Source: an optimization exercise on an open RTL-to-GDS flow (aim: small area, a short achievable clock period and few clock cycles per item). Production flows keep margins and buffers that such runs may drop. The RTL was checked by simulation tests, not by an equivalence proof against the original design.

<file path="flow/config.mk">
export PLATFORM = sky130hd
export DESIGN_NAME = convolve
export DESIGN_NICKNAME = convolve
export VERILOG_FILES = /design/flow/design.v
export SDC_FILE = /design/flow/constraint.sdc
export NUM_CORES = 4
export LEC_CHECK = 0
export CAP_MARGIN = 20
export CORE_MARGIN = 2
export CORE_UTILIZATION = 40
export PLACE_DENSITY = 0.6
export SLEW_MARGIN = 20
</file>
<file path="flow/constraint.sdc">
create_clock -name core_clock -period 6.5 [get_ports {clk}]
set_input_delay 1.3000 -clock core_clock [delete_from_list [all_inputs] [get_ports {clk}]]
set_output_delay 1.3000 -clock core_clock [all_outputs]
set_load 0.01 [all_outputs]
</file>
<file path="flow/design.v">
module mux_3_1 #(
    parameter BIT_DEPTH = 8  
) (
    input [BIT_DEPTH-1:0] in1,
    input [BIT_DEPTH-1:0] in2,
    input [BIT_DEPTH-1:0] in3,
    input [1:0] sel,
    output [BIT_DEPTH-1:0] out
);
    assign out = (sel == 3'b01) ? in1 :
                 (sel == 3'b10) ? in2 :
                 (sel == 3'b11) ? in3 : 8'b0;  
endmodule
module mux_9_1 #(
    parameter BIT_DEPTH = 8
) (
    input  [BIT_DEPTH-1:0] in1,
    input  [BIT_DEPTH-1:0] in2,
    input  [BIT_DEPTH-1:0] in3,
    input  [BIT_DEPTH-1:0] in4,
    input  [BIT_DEPTH-1:0] in5,
    input  [BIT_DEPTH-1:0] in6,
    input  [BIT_DEPTH-1:0] in7,
    input  [BIT_DEPTH-1:0] in8,
    input  [BIT_DEPTH-1:0] in9,
    input  [3:0] sel,
    output [BIT_DEPTH-1:0] out
);
assign out = (sel == 4'd0) ? in1 :
             (sel == 4'd1) ? in2 :
             (sel == 4'd2) ? in3 :
             (sel == 4'd3) ? in4 :
             (sel == 4'd4) ? in5 :
             (sel == 4'd5) ? in6 :
             (sel == 4'd6) ? in7 :
             (sel == 4'd7) ? in8 :
             (sel == 4'd8) ? in9 :
             {BIT_DEPTH{1'b0}};
endmodule
module window2 #(
    parameter BIT_DEPTH = 8
) (
    input clk,
    input rst,
    input wr_sft_en,
    input [7:0] in_l1,
    input [7:0] in_l2,
    input [7:0] in_l3,
    output  [7:0] r1_col1,
    output  [7:0] r1_col2,
    output  [7:0] r1_col3,
    output  [7:0] r2_col1,
    output  [7:0] r2_col2,
    output  [7:0] r2_col3,
    output  [7:0] r3_col1,
    output  [7:0] r3_col2,
    output  [7:0] r3_col3
);
 reg [7:0] window1_1 [0:2];
 reg [7:0] window1_2 [0:2];
 reg [7:0] window1_3 [0:2];
 always @(posedge clk) begin
    if(wr_sft_en) begin
        window1_1[0] <= in_l1;
        window1_2[0] <= in_l2;
        window1_3[0] <= in_l3;
        window1_1[1] <= window1_1[0];
        window1_2[1] <= window1_2[0];
        window1_3[1] <= window1_3[0];
        window1_1[2] <= window1_1[1];
        window1_2[2] <= window1_2[1];
        window1_3[2] <= window1_3[1];
    end
 end
    assign  r1_col1 = window1_1[0];
    assign  r1_col2 = window1_1[1];
    assign  r1_col3 = window1_1[2];
    assign  r2_col1 = window1_2[0];
    assign  r2_col2 = window1_2[1];
    assign  r2_col3 = window1_2[2];
    assign  r3_col1 = window1_3[0];
    assign  r3_col2 = window1_3[1];
    assign  r3_col3 = window1_3[2];
endmodule
module window1_pipo #(
    parameter BIT_DEPTH = 8  
) (
    input clk,
    input wr_en,  
    input [BIT_DEPTH-1:0] in1,
    input [BIT_DEPTH-1:0] in2,
    input [BIT_DEPTH-1:0] in3,
    output [BIT_DEPTH-1:0] w1_r1_col1,
    output [BIT_DEPTH-1:0] w1_r1_col2,
    output [BIT_DEPTH-1:0] w1_r1_col3,
    output [BIT_DEPTH-1:0] w1_r2_col1,
    output [BIT_DEPTH-1:0] w1_r2_col2,
    output [BIT_DEPTH-1:0] w1_r2_col3,
    output [BIT_DEPTH-1:0] w1_r3_col1,
    output [BIT_DEPTH-1:0] w1_r3_col2,
    output [BIT_DEPTH-1:0] w1_r3_col3
);
reg [7:0] window1_1 [0:2];
reg [7:0] window1_2 [0:2];
reg [7:0] window1_3 [0:2];
always @(posedge clk) begin
    if(wr_en) begin
        window1_1[0] <= in1;
        window1_2[0] <= in2;
        window1_3[0] <= in3;
        window1_1[1] <= window1_1[0];
        window1_2[1] <= window1_2[0];
        window1_3[1] <= window1_3[0];
        window1_1[2] <= window1_1[1];
        window1_2[2] <= window1_2[1];
        window1_3[2] <= window1_3[1];
    end
end
assign w1_r1_col1 = window1_1[0];
assign w1_r1_col2 = window1_1[1]; 
assign w1_r1_col3 = window1_1[2];
assign w1_r2_col1 = window1_2[0];
assign w1_r2_col2 = window1_2[1]; 
assign w1_r2_col3 = window1_2[2];
assign w1_r3_col1 = window1_3[0];
assign w1_r3_col2 = window1_3[1]; 
assign w1_r3_col3 = window1_3[2];
endmodule
module convolve #(
    parameter BIT_DEPTH = 8,
    parameter DEST_ADDR_WIDTH = 10  
) (
input clk,
    input rst,
    input start,
    input [1:0] stride,  
    input [7:0] in_l1,
    input [7:0] in_l2,
    input [7:0] in_l3,
    input [7:0] kernel_in,
    input [4:0] in_dest_addr,
    output reg [3:0] kernel_addr,
    output reg shift_buffer,
    output reg done,
    output reg [7:0] sum1,
    output reg [7:0] sum2,
    output reg dest_wr_en,  
    output reg [DEST_ADDR_WIDTH-1:0] out_dest_addr  
);
reg [2:0] state, next_state;
parameter IDLE = 3'b000, INITIAL_LOAD = 3'b001, LOAD = 3'b010, CONVOLVE = 3'b011,WRITE_BACK = 3'b100,DONE = 3'b101;
reg window_en;
reg [3:0] counter;
reg [4:0] main_counter;
wire [7:0] w2_r1_col1, w2_r1_col2, w2_r1_col3,
           w2_r2_col1, w2_r2_col2, w2_r2_col3,
           w2_r3_col1, w2_r3_col2, w2_r3_col3;
wire [7:0] w1_r2_col1, w1_r2_col2, w1_r2_col3,
           w1_r3_col1, w1_r3_col2, w1_r3_col3,
           w1_r1_col1, w1_r1_col2, w1_r1_col3;
wire [7:0] w1_mux_res,
           w2_mux_res;
wire [7:0] window1_out1, window1_out2, window1_out3;
wire [7:0] link_wire1, link_wire2, link_wire3;
always @(posedge clk or posedge rst) begin
    if (rst) begin
        state <= IDLE;
    end else begin
        state <= next_state;
    end
end
always @(*) begin
    case (state)
        IDLE: begin
            if (start) begin
                next_state = INITIAL_LOAD;
            end else begin
                next_state = IDLE;
            end
        end
        INITIAL_LOAD: begin
            if (counter == (stride + 3)) begin  
                next_state = CONVOLVE;
            end else begin
                next_state = INITIAL_LOAD;  
            end
        end
        LOAD: begin
            if (counter == stride + 1) begin  
                next_state = CONVOLVE;  
            end else begin
                next_state = LOAD;  
            end
        end
        CONVOLVE: begin
            if(counter == 8 ) begin
            next_state = WRITE_BACK;
            end
            else begin
                next_state = CONVOLVE;  
            end
        end
        WRITE_BACK: begin
            if (counter == 1) begin 
                next_state = LOAD;  
            end 
            else begin
                next_state = WRITE_BACK;  
            end
            if(main_counter == ((26/stride)-2)) begin
                next_state = DONE;  
            end
        end
        DONE: begin
            next_state = IDLE;  
        end
        default: next_state = IDLE;
    endcase
end
always @(posedge clk) begin
    case (state)
    IDLE: begin
        shift_buffer <= 0;  
        done <= 0;  
        window_en <= 0;  
        counter <= 0;  
        kernel_addr <= 0;  
        sum1 <= 0;  
        sum2 <= 0;  
        out_dest_addr <= in_dest_addr;  
        dest_wr_en <= 0;  
        main_counter <= 0;  
    end
    INITIAL_LOAD: begin
        counter <= counter + 1;  
        shift_buffer <= 1;  
        window_en <= 1;  
        if (counter == (stride + 3)) begin
            shift_buffer <= 0;  
            window_en <= 0;  
            counter <= 0;  
        end
    end
    LOAD: begin
        window_en <= 1;  
        shift_buffer <= 1;  
        counter <= counter + 1;  
        if (counter == stride + 1) begin
            window_en <= 0;  
            counter <= 0;  
            shift_buffer <= 0;  
        end
    end
    CONVOLVE: begin
        counter <= counter + 1;  
        kernel_addr <= kernel_addr + 1;  
        sum1 <= sum1 + w1_mux_res * kernel_in;  
        sum2 <= sum2 + w2_mux_res * kernel_in;  
        if (counter == 8) begin
            counter <= 0;  
            kernel_addr <= 0;
        end
        end
    WRITE_BACK: begin
        counter <= counter + 1;  
        dest_wr_en <= 1;  
        if (counter == 1) begin
            out_dest_addr <= out_dest_addr + 1;  
            sum1 <= 0;  
            sum2 <= 0;  
            dest_wr_en<=1'b0;
            main_counter <= main_counter + 2;  
            counter <= 0;  
        end
        if(main_counter == ((26 / stride)-2)) begin
            main_counter <= 0;  
            counter <= 0;  
            done <= 1;  
        end
    end
    DONE: begin
        done <= 1;  
        shift_buffer <= 0;  
        window_en <= 0;  
        counter <= 0;  
        kernel_addr <= 0;  
        sum1 <= 0;  
        sum2 <= 0;  
        dest_wr_en <= 0;  
        main_counter <= 0;  
    end
    endcase
end
mux_3_1 #(  
    .BIT_DEPTH(8)
) mux1 (
    .in1(w2_r1_col1),
    .in2(w2_r1_col2),
    .in3(w2_r1_col3),
    .sel(stride),
    .out(link_wire1)
);
mux_3_1 #(  
    .BIT_DEPTH(8)
) mux2 (
    .in1(w2_r2_col1),
    .in2(w2_r2_col2),
    .in3(w2_r2_col3),
    .sel(stride),
    .out(link_wire2)
);
mux_3_1 #(  
    .BIT_DEPTH(8)
) mux3 (
    .in1(w2_r3_col1),
    .in2(w2_r3_col2),
    .in3(w2_r3_col3),
    .sel(stride),
    .out(link_wire3)
);
window2 #(  
    .BIT_DEPTH(8)
) w2 (
    .clk(clk),
    .rst(rst),
    .wr_sft_en(window_en),
    .in_l1(in_l1),
    .in_l2(in_l2),
    .in_l3(in_l3),
    .r1_col1(w2_r1_col1),
    .r1_col2(w2_r1_col2),
    .r1_col3(w2_r1_col3),
    .r2_col1(w2_r2_col1),
    .r2_col2(w2_r2_col2),
    .r2_col3(w2_r2_col3),
    .r3_col1(w2_r3_col1),
    .r3_col2(w2_r3_col2),
    .r3_col3(w2_r3_col3)
);
window1_pipo #(  
    .BIT_DEPTH(8)
) w1 (
    .clk(clk),
    .wr_en(window_en),
    .in1(link_wire1),
    .in2(link_wire2),
    .in3(link_wire3),
    .w1_r1_col1(w1_r1_col1),
    .w1_r1_col2(w1_r1_col2),
    .w1_r1_col3(w1_r1_col3),
    .w1_r2_col1(w1_r2_col1),
    .w1_r2_col2(w1_r2_col2),
    .w1_r2_col3(w1_r2_col3),
    .w1_r3_col1(w1_r3_col1),
    .w1_r3_col2(w1_r3_col2),
    .w1_r3_col3(w1_r3_col3)
);
mux_9_1 #(
    .BIT_DEPTH(8)
) mux_sum2 (
    .in1(w2_r1_col1),
    .in2(w2_r1_col2),
    .in3(w2_r1_col3),
    .in4(w2_r2_col1),
    .in5(w2_r2_col2),
    .in6(w2_r2_col3),
    .in7(w2_r3_col1),
    .in8(w2_r3_col2),
    .in9(w2_r3_col3),
    .sel(kernel_addr),  
    .out(w2_mux_res)
);
mux_9_1 #(
    .BIT_DEPTH(8)
) mux_sum1 (
    .in1(w1_r1_col1),
    .in2(w1_r1_col2),
    .in3(w1_r1_col3),
    .in4(w1_r2_col1),
    .in5(w1_r2_col2),
    .in6(w1_r2_col3),
    .in7(w1_r3_col1),
    .in8(w1_r3_col2),
    .in9(w1_r3_col3),
    .sel(kernel_addr),  
    .out(w1_mux_res)
);
endmodule
</file>
<file path="flow/run.sh">
#!/bin/bash
# synth_recipe.tcl (not shown) runs the flow's synth.tcl, then flattens the netlist and writes it again
# the make line also repeats each setting of config.mk as NAME=value (left out here)
make -C /OpenROAD-flow-scripts/flow DESIGN_CONFIG=/design/flow/config.mk WORK_HOME=/design/flow/orfs CLKGATE_MAP_FILE= SYNTH_SCRIPT=/design/flow/synth_recipe.tcl finish
</file>
==> results.txt <==
The run finished with no timing, DRC or antenna violations. For this configuration, the core starts out at a cell density of 40.87%. The post-route DRC violation count was 0. The post-synthesis instance area is 11040 um^2. Sort of element at the start of the critical path: a flip-flop. The final route contains 7784 vias. The clock-pin slew on the worst setup and hold paths is 0.08 ns.

The height of the chip is 170.2 um. The top achievable clock speed is 0.1610 GHz. The number of flops mapped to enable cells by yosys is 185. The worst pin sits at a relative slew slack of 35.43%. Synthesis produced a netlist with a net count of 1148. The tools report the final weighted congestion of routability-driven global placement as 0.8292. The run gives 50.98% as the sequential cell area fraction in the yosys report. Proportion of layout cells with a drive suffix above 1: 8.731%.

The delay of the slowest cell on the worst path was 0.55 ns. The tools report the final hold violation count as 0. The number of sinks on the clock net is 188. At the worst endpoint, the required time is 6.68 ns. The mux share of post-synthesis cell area is 0.4758%. Count of buffering cells on the critical path with inverters included: 6. For this run, the leading register cell type out of synthesis is edfxtp_1.

The run gives 0 as the count of final setup violators. Counting the fill cells in the layout gives 2492. Main combinational cell family by area after synthesis: compound AO/OA/AOI/OAI gates.

Once detailed placement completed, the half-perimeter wirelength came to 19230 um. For the final cell area excluding filler cells, the log shows 12930 um^2. Summing the areas of all xor and xnor instances in the mapped netlist gives 4.509% of the synthesized area. The adder and majority cell fraction of the synthesized area was 12.19%.

The post-CTS setup buffer count is 0. The count of maximum capacitance violations is 0. The worst setup path is captured at a flip-flop. The clock passes through at most 2 buffers. The clock latency reported for the late side of the worst-skew pair was 0.44 ns. For the placed instance area, the log shows 12290 um^2.

After synthesis, the netlist uses 70 different library cells. TritonCTS built the clock tree. In this run the register-to-register setup slack is 0.29 ns. Number of antenna violations at the first check in global routing: 0.

In this run the clock root is driven by a clkbuf_16. The logs give 0 for the count of final max-slew check failures and 0.4535 ns for the worst hold slack. Critical path's top delay family: adder cells. For the overall die area, the log shows 28960 um^2. After synthesis the netlist holds a flip-flop and latch count of 188.

After routing, the total negative slack on setup checks comes to 0 ns. The min-delay analysis places its worst path in the category reg2reg. At the end of the flow, the number of nets in the layout was 1226. The width of the die is 170.2 um. Yosys warning count: 9.

The tools report the post-route clock skew as 0.01614 ns. Yosys attributes the largest share of cell area to edfxtp_1, fa_1, ha_1, nand2_1, a21oi_1. The I/O pin count was 75; the wire length per cell was 18.74 um.

The tools report the via count of the first global-routing pass as 7842. In this run the mean area of a mapped cell was 10.83 um^2. The detailed router finished its first iteration with 683 violations.

The critical path goes through inv_1 -> ha_1 -> buf_4 -> nor2_1 -> buf_4 -> a221o_1 -> a221oi_2 -> nand2_1 -> fa_1 -> inv_1 -> fa_1 -> inv_1 -> fa_1 -> fa_1 -> inv_1 -> ha_1 -> a21oi_1 -> xnor2_1 -> xnor2_1 -> xnor3_1 -> mux2i_1. The final non-filler cell total was 1452. The critical path start-end classification was reg2reg. In the finished design, the share of the clock period the worst path needs comes to 95.53%.

Before antenna repair, the detailed router went through 5 iterations. Of all cell types, the one taking the most synthesized area is edfxtp_1. Global routing used 19.51% of the available tracks across all layers.

The total overflow left after global routing is 0. In this run the number of H-tree levels came out at 4. The maximum number of pins on one net before global-route repair was 76; the remaining antenna violation count was 0. The largest individual stage delay along the critical path comes from the cell fa_1. From synthesis to final layout, the design area changed by 17.12%.

The core region is 27030 um^2. The tools report the cell count after placement as 1420. The data arrival time of the critical path is 6.39 ns, and the mean number of vias per cell is 5.361. 0 antenna diodes ended up in the layout. The TritonCTS buffer count was 17. The area share of the leading cell type in the synthesized netlist is 50.30%. After detailed routing, the total wire length is 27210 um. The post-synthesis share of cell area spent on and, or, nand and nor gates is 12.35%. The first global-routing pass estimated 43350 um of wire.

The top fanout value on the critical path came out at 19. Input and output buffers added on the ports amount to 74. The run gives 60 as the floorplan row count. The post-layout minimum cycle time came out at 6.209 ns. The fraction of registers with async set or reset after synthesis is 1.596%.

The number of instances in the synthesized netlist was 1020; the synthesized-area fraction occupied by ao, oa, aoi and oai cells was 13.99%. For the pin with the worst max-slew slack, the measured transition is 0.9685 ns.
stage by stage:
step / utilization (%) / worst slack (ns)
3_5_place_dp: 45.49 / 0.1743
3_3_place_gp: 45.49 / 0.2977
6_report: 47.86 / 0.2907
2_1_floorplan: - / 0.6382
5_1_grt: 47.86 / -0.001453
4_1_cts: 47.63 / 0.1294
flip-flops by register name (all words and copies together) (netlist names), 8 cells and up:
| name | cells |
|---|---|
| out_dest_addr | 10 |
| sum1 | 8 |
| sum2 | 8 |
| w1.window1_1 | 24 |
| w1.window1_2 | 24 |
| w1.window1_3 | 24 |
| w2.window1_1 | 24 |
| w2.window1_2 | 24 |
| w2.window1_3 | 24 |
worst reg2reg max path: cells and delay by family, from the launching register on:
family	cells	cell delay, ns
adder cells (fa/ha/maj)	6	2.62
flip-flops	1	0.51
AND/OR/NAND/NOR	2	0.26
XOR/XNOR	3	0.74
AO/OA/AOI/OAI	3	0.93
multiplexers	1	0.14
buffers and inverters	6	0.76
per-layer routing:
metal / global-route usage, % / wire length (um) / up-vias
met3: 2.581 / 1220 / 32
met2: 31.27 / 12840 / 209
met4: 6.132 / 567 / 0
met5: 0 / 0 / -
met1: 27.62 / 12590 / 3802
li1: - / - / 3741
logic make-up after synthesis:
logic type               count (synthesis)
multiplexers                             5
adder cells (fa/ha/maj)                 86
XOR/XNOR                                49
flip-flops                             188
AO/OA/AOI/OAI                          246
buffers and inverters                  151
AND/OR/NAND/NOR                        295
Yosys cell counts, types with 4 or more instances:
cell / instances
nand3_1: 10
xor2_1: 18
nor2b_1: 19
a221oi_1: 5
o211ai_1: 5
nand2_1: 129
clkbuf_1: 24
a21oi_1: 77
o22ai_1: 8
a211oi_1: 10
o21ai_0: 67
nor3b_1: 5
fa_1: 36
ha_1: 50
o31ai_1: 5
buf_1: 5
buf_2: 21
o221a_2: 4
xnor3_1: 5
a21o_1: 5
nor2_1: 68
xnor2_1: 26
a31oi_1: 5
inv_1: 95
a22oi_1: 11
and2_1: 30
nand2b_1: 4
nor3_1: 4
o21ai_1: 4
edfxtp_1: 185
o221ai_1: 4
or3_1: 4
o2bb2ai_1: 12
nand3b_1: 4
layout by cell type, fill, tap and decap left out, drive strengths merged, types with 9 or more instances in the layout:
| master | count |
|---|---|
| xor2 | 18 |
| edfxtp | 185 |
| a211oi | 11 |
| inv | 102 |
| clkdlybuf4s50 | 74 |
| ha | 50 |
| o2bb2ai | 12 |
| buf | 38 |
| and2 | 30 |
| nand2 | 129 |
| fa | 36 |
| clkbuf | 17 |
| xnor2 | 26 |
| nor2 | 69 |
| o21ai | 71 |
| o22ai | 9 |
| a21oi | 77 |
| nand3 | 10 |
| a22oi | 11 |
| nor2b | 19 |
area by class of cell:
type	count	area (um^2)	share of cell area (%)
inverter	98	367.9	2.844
timing repair buffer	112	1064	8.222
multi-input combinational	681	4867	37.63
clock inverter	15	153.9	1.190
tap	341	426.7	3.299
clock buffer	17	425.4	3.289
sequential	188	5630	43.53
timing repair:
item	CTS	global route
endpoints found under the setup margin	0	2
hold buffers	0	0
gates resized for setup	0	16
path summary, 6_finish.rpt:
kind | to | start | cells after the start
hold reg to reg | w1.window1_1[1][0]$_DFFE_PP_ | w1.window1_1[0][0]$_DFFE_PP_ | 0
max in group asynchronous | state[2]$_DFF_PP0_ | rst | 2
setup / recovery | sum1[7]$_SDFFCE_PP0P_ | kernel_addr[0]$_SDFFCE_PP0P_ | 21
min in group asynchronous | state[0]$_DFF_PP0_ | rst | 2
hold / removal | w1.window1_1[1][0]$_DFFE_PP_ | w1.window1_1[0][0]$_DFFE_PP_ | 0
setup reg to reg | sum1[7]$_SDFFCE_PP0P_ | kernel_addr[0]$_SDFFCE_PP0P_ | 21
Testbench counts, summed over its fixed seeds: cycles 35,520, rows 192.

afterwards: timing with drivers on the ports:
The flow's constraints put no driver on any port. The routed layout listed below was extracted and timed again, unchanged, in two steps. Step 1, drivers: a clkbuf_16 drives clk and a buf_2 each remaining input, both assumed. Step 2 adds t to the input delays and takes it off the output delays; t is the mean of the earliest and latest rising clock arrival at the registers after step 1. Input paths then give back, and output paths get back, about the clock's delay inside the block. Slacks: ideal ports / drivers / drivers and shift; pairs: ideal ports / drivers.
t, ns: 0.481
setup slack, ns: 0.291 / 0.291 / 0.291
hold slack, ns: 0.453 / 0.453 / 0.453
worst setup path after step 2: register to register
pins driven straight from the clock port: 1
After both steps setup and hold are still met in this run. The setup slack of this run moves by 0.000 ns with the drivers and by 0.000 ns with both steps.
